From an optimization exercise on the open Yosys and OpenROAD flow, aimed at small area, a short achievable clock period and few clock cycles; shortcuts taken in it are not production practice.
The RTL was checked by simulation tests, not by an equivalence proof against the original design.
No activity file was given, so power comes from the tool's default toggle rates.

[design.v]
module qrcode_decoder(
    input clk,
    input srst_n,             
    input start,                         
    input sram_rdata,       
    output reg [11:0] sram_raddr,
    output reg [5:0] loc_y,
    output reg [5:0] loc_x,
    output reg [7:0] decode_text,
    output reg valid,
    output reg finish         
);
reg [11:0] n_sram_raddr;
reg [7:0] n_decode_text;
reg [5:0] n_loc_y;
reg [5:0] n_loc_x;
reg n_finish;
reg n_valid;
localparam IDLE = 3'b000, LOC = 3'b001, ROTAT = 3'b010, MASK = 3'b011, READ = 3'b100, WRITE = 3'b101;
reg [2:0]state, n_state;
reg [8:0]cnt, n_cnt;
reg [2:0]rot, n_rot;
reg rot_done, n_rot_done;
reg rot_pause, n_rot_pause;
reg [2:0] mask_ID, n_mask_ID;
reg [152-1:0] codeword;
reg [152-1:0] n_codeword;
reg [8-1:0] length;
reg [5:0] i_index, n_i_index; 
reg [5:0] j_index, n_j_index;
integer i, j;
always @* begin
    case (state)  
        IDLE: begin
            n_state = IDLE;
            n_sram_raddr = 0;
            n_rot = rot;
            n_loc_x = 0;
            n_loc_y = 0;
            n_i_index = 0;
            n_j_index = 0;
            n_rot_done = 0;
            n_rot_pause = 0; 
            if(start) begin
                n_state = LOC;
            end
        end 
        LOC : begin
            n_state = LOC;
            n_sram_raddr = sram_raddr + 1;
            n_rot = rot;
            n_loc_x = loc_x;
            n_loc_y = loc_y;
            n_i_index = 0;
            n_j_index = 0;
            n_rot_done = 0;
            n_rot_pause = 0;     
            if(sram_rdata) begin
                n_state = ROTAT;
                n_loc_x = sram_raddr%64;
                n_loc_y = sram_raddr/64;
                n_sram_raddr = sram_raddr;
            end
        end
        ROTAT: begin
            n_state = ROTAT;
            n_sram_raddr = sram_raddr + 1;
            n_rot = rot;
            n_loc_x = loc_x;
            n_loc_y = loc_y;
            n_i_index = i_index;
            n_j_index = j_index;
            n_rot_done = rot_done;
            n_rot_pause = rot_pause;
            if(rot_done) begin
                n_state = MASK;
                n_rot_done = 0;
                n_i_index = 2;
                n_j_index = 8;
                case (rot)
                    3'b111: begin  
                        n_loc_x = loc_x;
                        n_loc_y = loc_y;
                        n_sram_raddr = loc_x + 64*loc_y + 514;
                    end
                    3'b101: begin  
                        n_loc_x = loc_x;
                        n_loc_y = loc_y + 20;
                        n_sram_raddr = loc_x + 64*loc_y + 1160;
                    end
                    3'b110: begin  
                        n_loc_x = loc_x + 20;
                        n_loc_y = loc_y + 20;
                        n_sram_raddr = loc_x + 64*loc_y + 786; 
                    end
                    3'b011: begin  
                        n_loc_x = loc_x + 20;
                        n_loc_y = loc_y;
                        n_sram_raddr = loc_x + 64*loc_y + 140; 
                    end
                    3'b000: begin  
                        n_loc_x = loc_x + 20; 
                        n_loc_y = loc_y + 20;
                        n_sram_raddr = loc_x + 64*loc_y + 786; 
                    end
                    default: begin
                        n_loc_x = loc_x;
                        n_loc_y = loc_y;
                        n_sram_raddr = loc_x + 64*loc_y + 514;
                    end
                endcase
            end
            else if(sram_raddr/64 == loc_y) begin
                n_rot_done = 0;
                n_rot_pause = 0;
                if(sram_raddr%64 < loc_x+7) begin
                    if(~sram_rdata) begin
                        n_rot[0] = 0;
                        n_sram_raddr = loc_x+(64*loc_y)+14;
                        n_rot_pause = 1;
                    end
                    else if(sram_raddr%64 == loc_x+6) begin
                        n_rot[0] = 1;
                        n_sram_raddr = loc_x+(64*loc_y)+14;
                    end
                end
                else if(rot_pause & (sram_raddr == loc_x+(64*loc_y)+14)) begin
                    n_rot = rot;
                    n_rot_pause = 0;
                    n_sram_raddr = sram_raddr;
                end
                else begin
                    if(~sram_rdata) begin
                        n_rot[1] = 0;
                        n_sram_raddr = loc_x+64*(loc_y+14);
                        if(~n_rot[0]) begin
                            n_loc_x = ((sram_raddr- 21)%64);
                        end 
                    end
                    else if(sram_raddr%64 == loc_x+20) begin
                        n_rot[1] = 1;
                        n_sram_raddr = loc_x+64*(loc_y+14);
                    end      
                end
            end
            else begin
                n_rot_done = 0;
                n_sram_raddr = sram_raddr + 64;
                if(~sram_rdata) begin
                    n_rot[2] = 0;
                    n_rot_done = 1;
                end
                else if(sram_raddr/64 == loc_y+20)begin
                    n_rot[2] = 1;
                    n_rot_done = 1;
                end
            end
        end
        MASK: begin
            n_state = MASK;
            n_rot = rot;
            n_loc_x = loc_x;
            n_loc_y = loc_y;
            n_i_index = i_index + 1;
            n_j_index = 8;
            n_rot_done = rot_done;
            n_rot_pause = rot_pause;
            n_sram_raddr = (loc_x + n_i_index) + 64*(loc_y + n_j_index);
            case (rot)
                3'b111: begin  
                    n_sram_raddr = (loc_x + n_i_index) + 64*(loc_y + n_j_index);
                end
                3'b101: begin  
                    n_sram_raddr = (loc_x + n_j_index) + 64*(loc_y - n_i_index);
                end
                3'b110: begin  
                    n_sram_raddr = (loc_x - n_i_index) + 64*(loc_y - n_j_index);
                end
                3'b011: begin  
                    n_sram_raddr = (loc_x - n_j_index) + 64*(loc_y + n_i_index);
                end
                3'b000: begin  
                    n_sram_raddr = (loc_x - n_i_index) + 64*(loc_y - n_j_index);
                end
                default: begin
                    n_sram_raddr = (loc_x + n_i_index) + 64*(loc_y + n_j_index);
                end
            endcase
            if(i_index == 4) begin
                n_state = READ;
                n_i_index = 20;
                n_j_index = 20;
            end
        end
        READ: begin
            n_state = READ;
            n_rot = rot;
            n_loc_x = loc_x;
            n_loc_y = loc_y;
            n_rot_done = rot_done;
            n_rot_pause = rot_pause;
            n_i_index = i_index - 1;
            n_j_index = j_index;
            if(j_index > 8) begin
                if(i_index == 11) begin
                    n_j_index = j_index - 1;
                    if(j_index == 9)
                        n_i_index = 12;
                    else
                        n_i_index = 20;
                end
            end
            else begin
                if(i_index == 9) begin
                    n_i_index = 12;
                    if(j_index == 7)
                        n_j_index = j_index - 2;
                    else if(j_index == 0) begin
                        n_i_index = 0;
                        n_j_index = 0;
                        n_state = WRITE;
                    end
                    else
                        n_j_index = j_index - 1;
                end
            end
            n_sram_raddr = (loc_x + n_i_index) + 64*(loc_y + n_j_index);
            case (rot)
                3'b111: begin  
                    n_sram_raddr = (loc_x + n_i_index) + 64*(loc_y + n_j_index);
                end
                3'b101: begin  
                    n_sram_raddr = (loc_x + n_j_index) + 64*(loc_y - n_i_index);
                end
                3'b110: begin  
                    n_sram_raddr = (loc_x - n_i_index) + 64*(loc_y - n_j_index);
                end
                3'b011: begin  
                    n_sram_raddr = (loc_x - n_j_index) + 64*(loc_y + n_i_index);
                end
                3'b000: begin  
                    n_sram_raddr = (loc_x - n_i_index) + 64*(loc_y - n_j_index);
                end
                default: begin
                    n_sram_raddr = (loc_x + n_i_index) + 64*(loc_y + n_j_index);
                end
            endcase
        end
        WRITE: begin
            n_state = WRITE;
            n_sram_raddr = sram_raddr;
            n_rot = rot;
            n_loc_x = loc_x;
            n_loc_y = loc_y;
            n_i_index = i_index;
            n_j_index = j_index;
            n_rot_done = rot_done;
            n_rot_pause = rot_pause;
            if(n_finish) n_state = IDLE;
        end
        default: begin
            n_state = IDLE;
            n_sram_raddr = sram_raddr;
            n_rot = rot;
            n_loc_x = loc_x;
            n_loc_y = loc_y;
            n_i_index = i_index;
            n_j_index = j_index;
            n_rot_done = rot_done;
            n_rot_pause = rot_pause;
        end 
    endcase
end
always @* begin
    n_mask_ID = mask_ID;
    if(state == MASK) begin
    case (i_index)  
        2: n_mask_ID[2] = sram_rdata^1'b1;
        3: n_mask_ID[1] = sram_rdata^1'b0;
        4: n_mask_ID[0] = sram_rdata^1'b1;
        default: n_mask_ID = 3'b0;
    endcase
    end
end
reg [31:0] cw_idx;
reg cw_we;
reg cw_bit;
always @* begin
    for(i=0; i<152; i=i+1)
        n_codeword[i] = codeword[i];
    case (mask_ID) 
    3'b000: cw_bit = sram_rdata^(((j_index)+(i_index))%2 == 0)?1:0;
    3'b001: cw_bit = sram_rdata^((j_index)%2 == 0)?1:0;
    3'b010: cw_bit = sram_rdata^((i_index)%3 == 0)?1:0;
    3'b011: cw_bit = sram_rdata^(((j_index)+(i_index))%3 == 0)?1:0;
    3'b100: cw_bit = sram_rdata^((((j_index)/2)+((i_index)/3))%2 == 0)?1:0;
    3'b101: cw_bit = sram_rdata^((((j_index)*(i_index))%2)+(((j_index)*(i_index))%3) == 0)?1:0;
    3'b110: cw_bit = sram_rdata^(((((j_index)*(i_index))%2)+(((j_index)*(i_index))%3))%2 == 0)?1:0;
    default: cw_bit = sram_rdata^(((((j_index)*(i_index))%3)+(((j_index)+(i_index))%2))%2 == 0)?1:0;
    endcase
    cw_we = 0;
    cw_idx = 0;
    if(state == READ) begin
        if(j_index > 8) begin
            if((i_index-1)%4 > 1) begin
                if((i_index-1)/4 == 4) begin
                    cw_we = 1;
                    cw_idx = 23-2*(j_index-9)-(i_index-19);
                end
                else if((i_index-1)/4 == 3) begin
                    cw_we = 1;
                    cw_idx = 71-2*(j_index-9)-(i_index-15);
                end
                else if((i_index-1)/4 == 2) begin
                    cw_we = 1;
                    cw_idx = 119-2*(j_index-9)-(i_index-11);
                end
            end
            else begin
                if((i_index-1)/4 == 4) begin
                    cw_we = 1;
                    cw_idx = 25+2*(j_index-9)-(i_index-17);
                end
                else if((i_index-1)/4 == 3) begin
                    cw_we = 1;
                    cw_idx = 73+2*(j_index-9)-(i_index-13);
                end
            end 
        end
        else begin
            if((i_index-1)%4 > 1) begin
                if((j_index) > 6) begin
                    cw_we = 1;
                    cw_idx = 123-2*(j_index-7)-(i_index-11);
                end
                else begin
                    cw_we = 1;
                    cw_idx = 135-2*(j_index)-(i_index-11);
                end
            end
            else begin
                if((j_index) > 6) begin
                    cw_we = 1;
                    cw_idx = 149+2*(j_index-7)-(i_index-9);
                end
                else begin
                    cw_we = 1;
                    cw_idx = 137+2*(j_index)-(i_index-9);
                end
            end
        end
        if(cw_we) n_codeword[cw_idx] = cw_bit;
    end
end
always @* begin
    for(i=0; i<8; i=i+1)
        length[i] = codeword[11-i];
end
always @* begin
    n_cnt = cnt;
    n_valid = 0;
    n_finish = 0;
    n_decode_text = decode_text;
    if(state == WRITE) begin
        n_cnt = cnt + 1;
        n_valid = 1;
        n_finish = 0;
        n_decode_text[0] = codeword[19+cnt*8];
        n_decode_text[1] = codeword[18+cnt*8];
        n_decode_text[2] = codeword[17+cnt*8];
        n_decode_text[3] = codeword[16+cnt*8];
        n_decode_text[4] = codeword[15+cnt*8];
        n_decode_text[5] = codeword[14+cnt*8];
        n_decode_text[6] = codeword[13+cnt*8];
        n_decode_text[7] = codeword[12+cnt*8];
        if(cnt == length-1) begin
            n_finish = 1;
        end
    end
end
always @(posedge clk) begin
    if(!srst_n) begin
        sram_raddr <= 0;
        decode_text <= 0;
        mask_ID <= 0;
        loc_y <= 0;
        loc_x <= 0;
        finish <= 0;
        valid <= 0;
        state <= 0;
        cnt <= 0;
        rot <= 0;
        rot_done <= 0;
        rot_pause <= 0;
        for(i=0; i<152; i=i+1)
            codeword[i] <= 0;
        i_index <= 0;
        j_index <= 0;
    end
    else begin
        sram_raddr <= n_sram_raddr;
        decode_text <= n_decode_text;
        mask_ID <= n_mask_ID;
        loc_y <= n_loc_y;
        loc_x <= n_loc_x;
        finish <= n_finish;
        valid <= n_valid;
        state <= n_state;
        cnt <= n_cnt;
        rot <= n_rot;
        rot_done <= n_rot_done;
        rot_pause <= n_rot_pause;
        for(i=0; i<152; i=i+1)
            codeword[i] <= n_codeword[i];
        i_index <= n_i_index;
        j_index <= n_j_index;
    end
end
endmodule
[run.sh]
#!/bin/bash
# synth_recipe.tcl (not shown) runs the flow's synth.tcl, then flattens the netlist and writes it again
# the make line also repeats each setting of config.mk as NAME=value (left out here)
make -C /OpenROAD-flow-scripts/flow DESIGN_CONFIG=/design/flow/config.mk WORK_HOME=/design/flow/orfs CLKGATE_MAP_FILE= SYNTH_SCRIPT=/design/flow/synth_recipe.tcl finish
[config.mk]
export PLATFORM = sky130hd
export DESIGN_NAME = qrcode_decoder
export DESIGN_NICKNAME = qrcode_decoder
export VERILOG_FILES = /design/flow/design.v
export SDC_FILE = /design/flow/constraint.sdc
export NUM_CORES = 8
export LEC_CHECK = 0
export CAP_MARGIN = 20
export CORE_MARGIN = 2
export CORE_UTILIZATION = 40
export SLEW_MARGIN = 20
[constraint.sdc]
create_clock -name core_clock -period 16.0 [get_ports {clk}]
set_input_delay 3.2000 -clock core_clock [delete_from_list [all_inputs] [get_ports {clk}]]
set_output_delay 3.2000 -clock core_clock [all_outputs]
set_load 0.01 [all_outputs]
==> run summary <==
* Status: timing/DRC/antenna clean
* Storage cell area at roughly 4300 um^2
* CP Max Fanout at roughly 120
* PostCTS Resize Cnt at 0
* # H-tree levels at 1
* Post-Layout Cell Count at approximately 4600
* Crit. End Element: flop
* Post-Syn Area per Cell at roughly 7.9 um^2
* Post-synth top area share at 0.146
* Final instance area at 31200 um^2
* Final wirelength at 91.4 mm
* Antenna Violating Nets Remaining at 0
* Chip Height at about 270 um
* Hold Buf Count CTS at 0
* Area Growth Syn to Fin at 6.36%
* WHS Path Cells at 2
* Vias per cell at about 6
* Initial antenna violation count at 0
* R2r worst-path depth at 42
* Vias in the first global route at around 25000
* Detail Route met2 WL at 39.6 mm
* Synth area leader: dfxtp_1
* Worst Path Arrival at approximately 14000 ps
* Final setup viols at 0
* PortBufs at 37
* TritonRoute pass-1 iters at 6
* Pre-CTS WS at 2460 ps
* Hold Fails Final Rpt at 0
* P_int at around 1.1 mW
* Via count at 27625
* DRC at 0
* Slew HR at 0.243
* Seq/Total Area, Yosys at 0.146
* Die width at 275 um
* Period utilization at 0.855
* Max-Cap Viols at 0
* Syn nets at 4097
* Slowest stage delay, CP at 920 ps
* Final Skew at between 20 and 25 ps
* Setup_tns at 0 ps
* Yosys warns at 1
* Reg power frac at 0.324
* Post-Place Cells at 4544
* Core Rows at slightly below 100
* Largest net degree at the start of global routing at roughly 120
* CTS root buf: clkbuf_16
* Netlist Area Pre-Place at 29300 um^2
* Nets at 3984
* Fin. max-slew vios at 0
* Synth Register Bits at between 200 and 250
* Antenna diodes at 0
* Initial detailed-routing violation count at 2438
* Leakage power at approximately 12 nW
* Highest metal used: met4
* Worst-margin pin slew at between 1000 and 1500 ps
* Worst-path clk slew at approximately 60 ps
* Max Root-Sink Buffers at 3
* Pwr/cell area at around 56 nW/um^2
* Most frequent cell after synthesis: nor2_1
* Net Sw Frac at 0.357
* Combinational power share at 0.321
* Final HPWL DP at roughly 66 mm
* CTS tree: yes
* Final Worst Setup Slack at roughly 2300 ps
* Hold crit path type: flop to flop
* Worst-Skew Late Latency at slightly below 600 ps
* Critical path class: flop to flop
* Req. time, crit path at ~16000 ps
* Routed met3 length at between 6 and 7 mm
* Synth cell count leaders: nor2_1, ha_1, nand2_1
* Total GRT Usage at 0.235
* Fillcell total at ~7300
* First-pass GRT wire length at 144 mm
* Syn Inst Count at roughly 3700
* Clock network power share at 0.356
* Synth unique cells at 108
* Core area at 72700 um^2
* Async set-reset flop share out of synthesis at 0
* Die ar. at between 70000 and 80000 um^2
* Number of synthesized flops with an enable pin at 0
* Area of the multi-input gates at between 20000 and 25000 um^2
* IO Pins at 38
* Post-DP Area at 30300 um^2
* Max VDD drop at ~0.071 mV
* Most common flop cell mapped by yosys: dfxtp_1
* Most common cell on crit path: ha_1
* Setup bufs post-CTS at 0
* TritonCTS Buffers at 25
* Per-cell routed wire length at between 15 and 20 um
* Slowest CP cell: mux2_8
* RSZ-0062 raised after global routing: no
* Global route total overflow at 0
* Met1 WL at 43.4 mm
* Initial core utilization at 0.403
* Worst reg2reg setup slack at about 2300 ps
* RePlAce Congestion at between 0.9 and 1
* Share of cells above drive strength 1 at 0.0871
* Clk sink count at roughly 210
* Ranking of synthesized cells by area: dfxtp_1, ha_1, nor2_1
* Final min period at between 10000 and 15000 ps
* Max Freq at 0.0731 GHz
* Crit path launch type: flop
* Sw Pwr at 0.620 mW
area by class of cell:
cell class / instances / share of cell area
flip-flops and latches: 214 / 0.138
clock inverters: 9 / 0.00445
clock buffers: 34 / 0.0228
multi-input cells: 3041 / 0.743
repair buffers: 88 / 0.0242
inverters: 242 / 0.0294
well taps: 959 / 0.0385
kinds of logic (layout without fill, tap and decap cells):
kind of cell | after synthesis | count (layout) | share of synthesized area
buffers and inverters | 470 | 373 | 0.0643
DFF | 214 | 214 | 0.146
xor gates and xnor gates | 279 | 279 | 0.0839
adders and majority gates | 368 | 368 | 0.168
and+or+nand+nor | 1144 | 1144 | 0.182
AOI/OAI and AO/OA | 1035 | 1035 | 0.264
muxes | 215 | 215 | 0.0913
critical path, delay by kind of cell, from the launching register on:
kind                       cells  cell delay [ps]
AOI/OAI and AO/OA             12             3290
xor gates and xnor gates       2              570
adders and majority gates      9             2810
buffers and inverters          6             1970
DFF                            1              740
muxes                          1              920
and+or+nand+nor               12             3030
sequential cells by signal, indices dropped and copies added (netlist names), 6 cells and up:
name,count
loc_y,6
cnt,9
loc_x,6
i_index,6
decode_text,8
j_index,6
codeword,148
sram_raddr,12
stage by stage:
| step | util | hold slack, ps | power, mW |
|---|---|---|---|
| after floorplan | - | 471 | 0.977 |
| after global routing | 0.429 | 542 | 1.82 |
| final | 0.429 | 508 | 1.74 |
| after detailed placement | 0.417 | 504 | 1.12 |
| after CTS | 0.429 | 520 | 1.73 |
| after global placement | 0.417 | 499 | 1.12 |
worst paths after layout:
| kind | start | endpoint |
|---|---|---|
| max | i_index[0] | codeword[126] |
| min | decode_text[7] | decode_text[7] |
| max reg2reg | i_index[0] | codeword[126] |
| min reg2reg | decode_text[7] | decode_text[7] |
cell usage in the layout, fill, tap and decap left out, types with 22 or more instances in the layout:
cell type          n
a31oi_1           45
or3_1             22
xor2_1            95
buf_4             51
nand2_1          264
nand2b_1          34
fa_1              42
ha_1             326
a21oi_1          206
nor2b_1           34
clkdlybuf4s50_1   37
nand3_1           60
and2_1            44
inv_1            237
o21ai_0          166
mux2i_1          168
dfxtp_1          211
a211oi_1          87
a22oi_1           33
and3_1            23
nor4_1            33
nor2_1           461
nand4_1           30
a211oi_2         123
o21bai_1          25
o221ai_1          22
clkbuf_16         25
nor3_1            69
xnor2_1          182
o22ai_1           36
a21o_1            58
mux4_2            41
o211ai_1          29
routing by layer:
layer  up-vias  track usage
met1     13160        0.344
met4         0       0.0542
met5         -            0
li1      13344            -
met3       129       0.0285
met2       992        0.365
power groups by stage:
stage	registers (mW)	clock network, mW	logic [mW]
finish	0.562	0.617	0.557
floorplan	0.565	0	0.412
global placement	0.573	0	0.542
detailed placement	0.573	0	0.543
global route	0.563	0.645	0.613
CTS	0.561	0.625	0.548
Testbench counts, summed over its fixed seeds: cycles 309,800.

[re-timing with driven ports]
The results above use ideal ports. As a check the final layout listed here was re-extracted and re-timed, cells and wires unchanged. Step 1: set_driving_cell puts a clkbuf_16 on clk and a buf_2 on each other input, an assumption about the parent block. Step 2 adds t to the input delays and takes it off the output delays; t is the mean of the earliest and latest rising clock arrival at the registers after step 1. Input paths then give back, and output paths get back, about the clock's delay inside the block. Slacks: ideal / step 1 / step 2; pairs: ideal / step 1.
t (ns): 0.616
setup WS [ns]: 2.326 / 2.326 / 2.326
hold slack, ns: 0.508 / 0.508 / 0.508
slew at the worst register clock pin (ns): 0.08 / 0.08
worst data-port slew with drivers (ns): 0.03
After both steps setup and hold are still met in this run. The setup slack of this run moves by 0.000 ns with the drivers and by 0.000 ns with both steps.
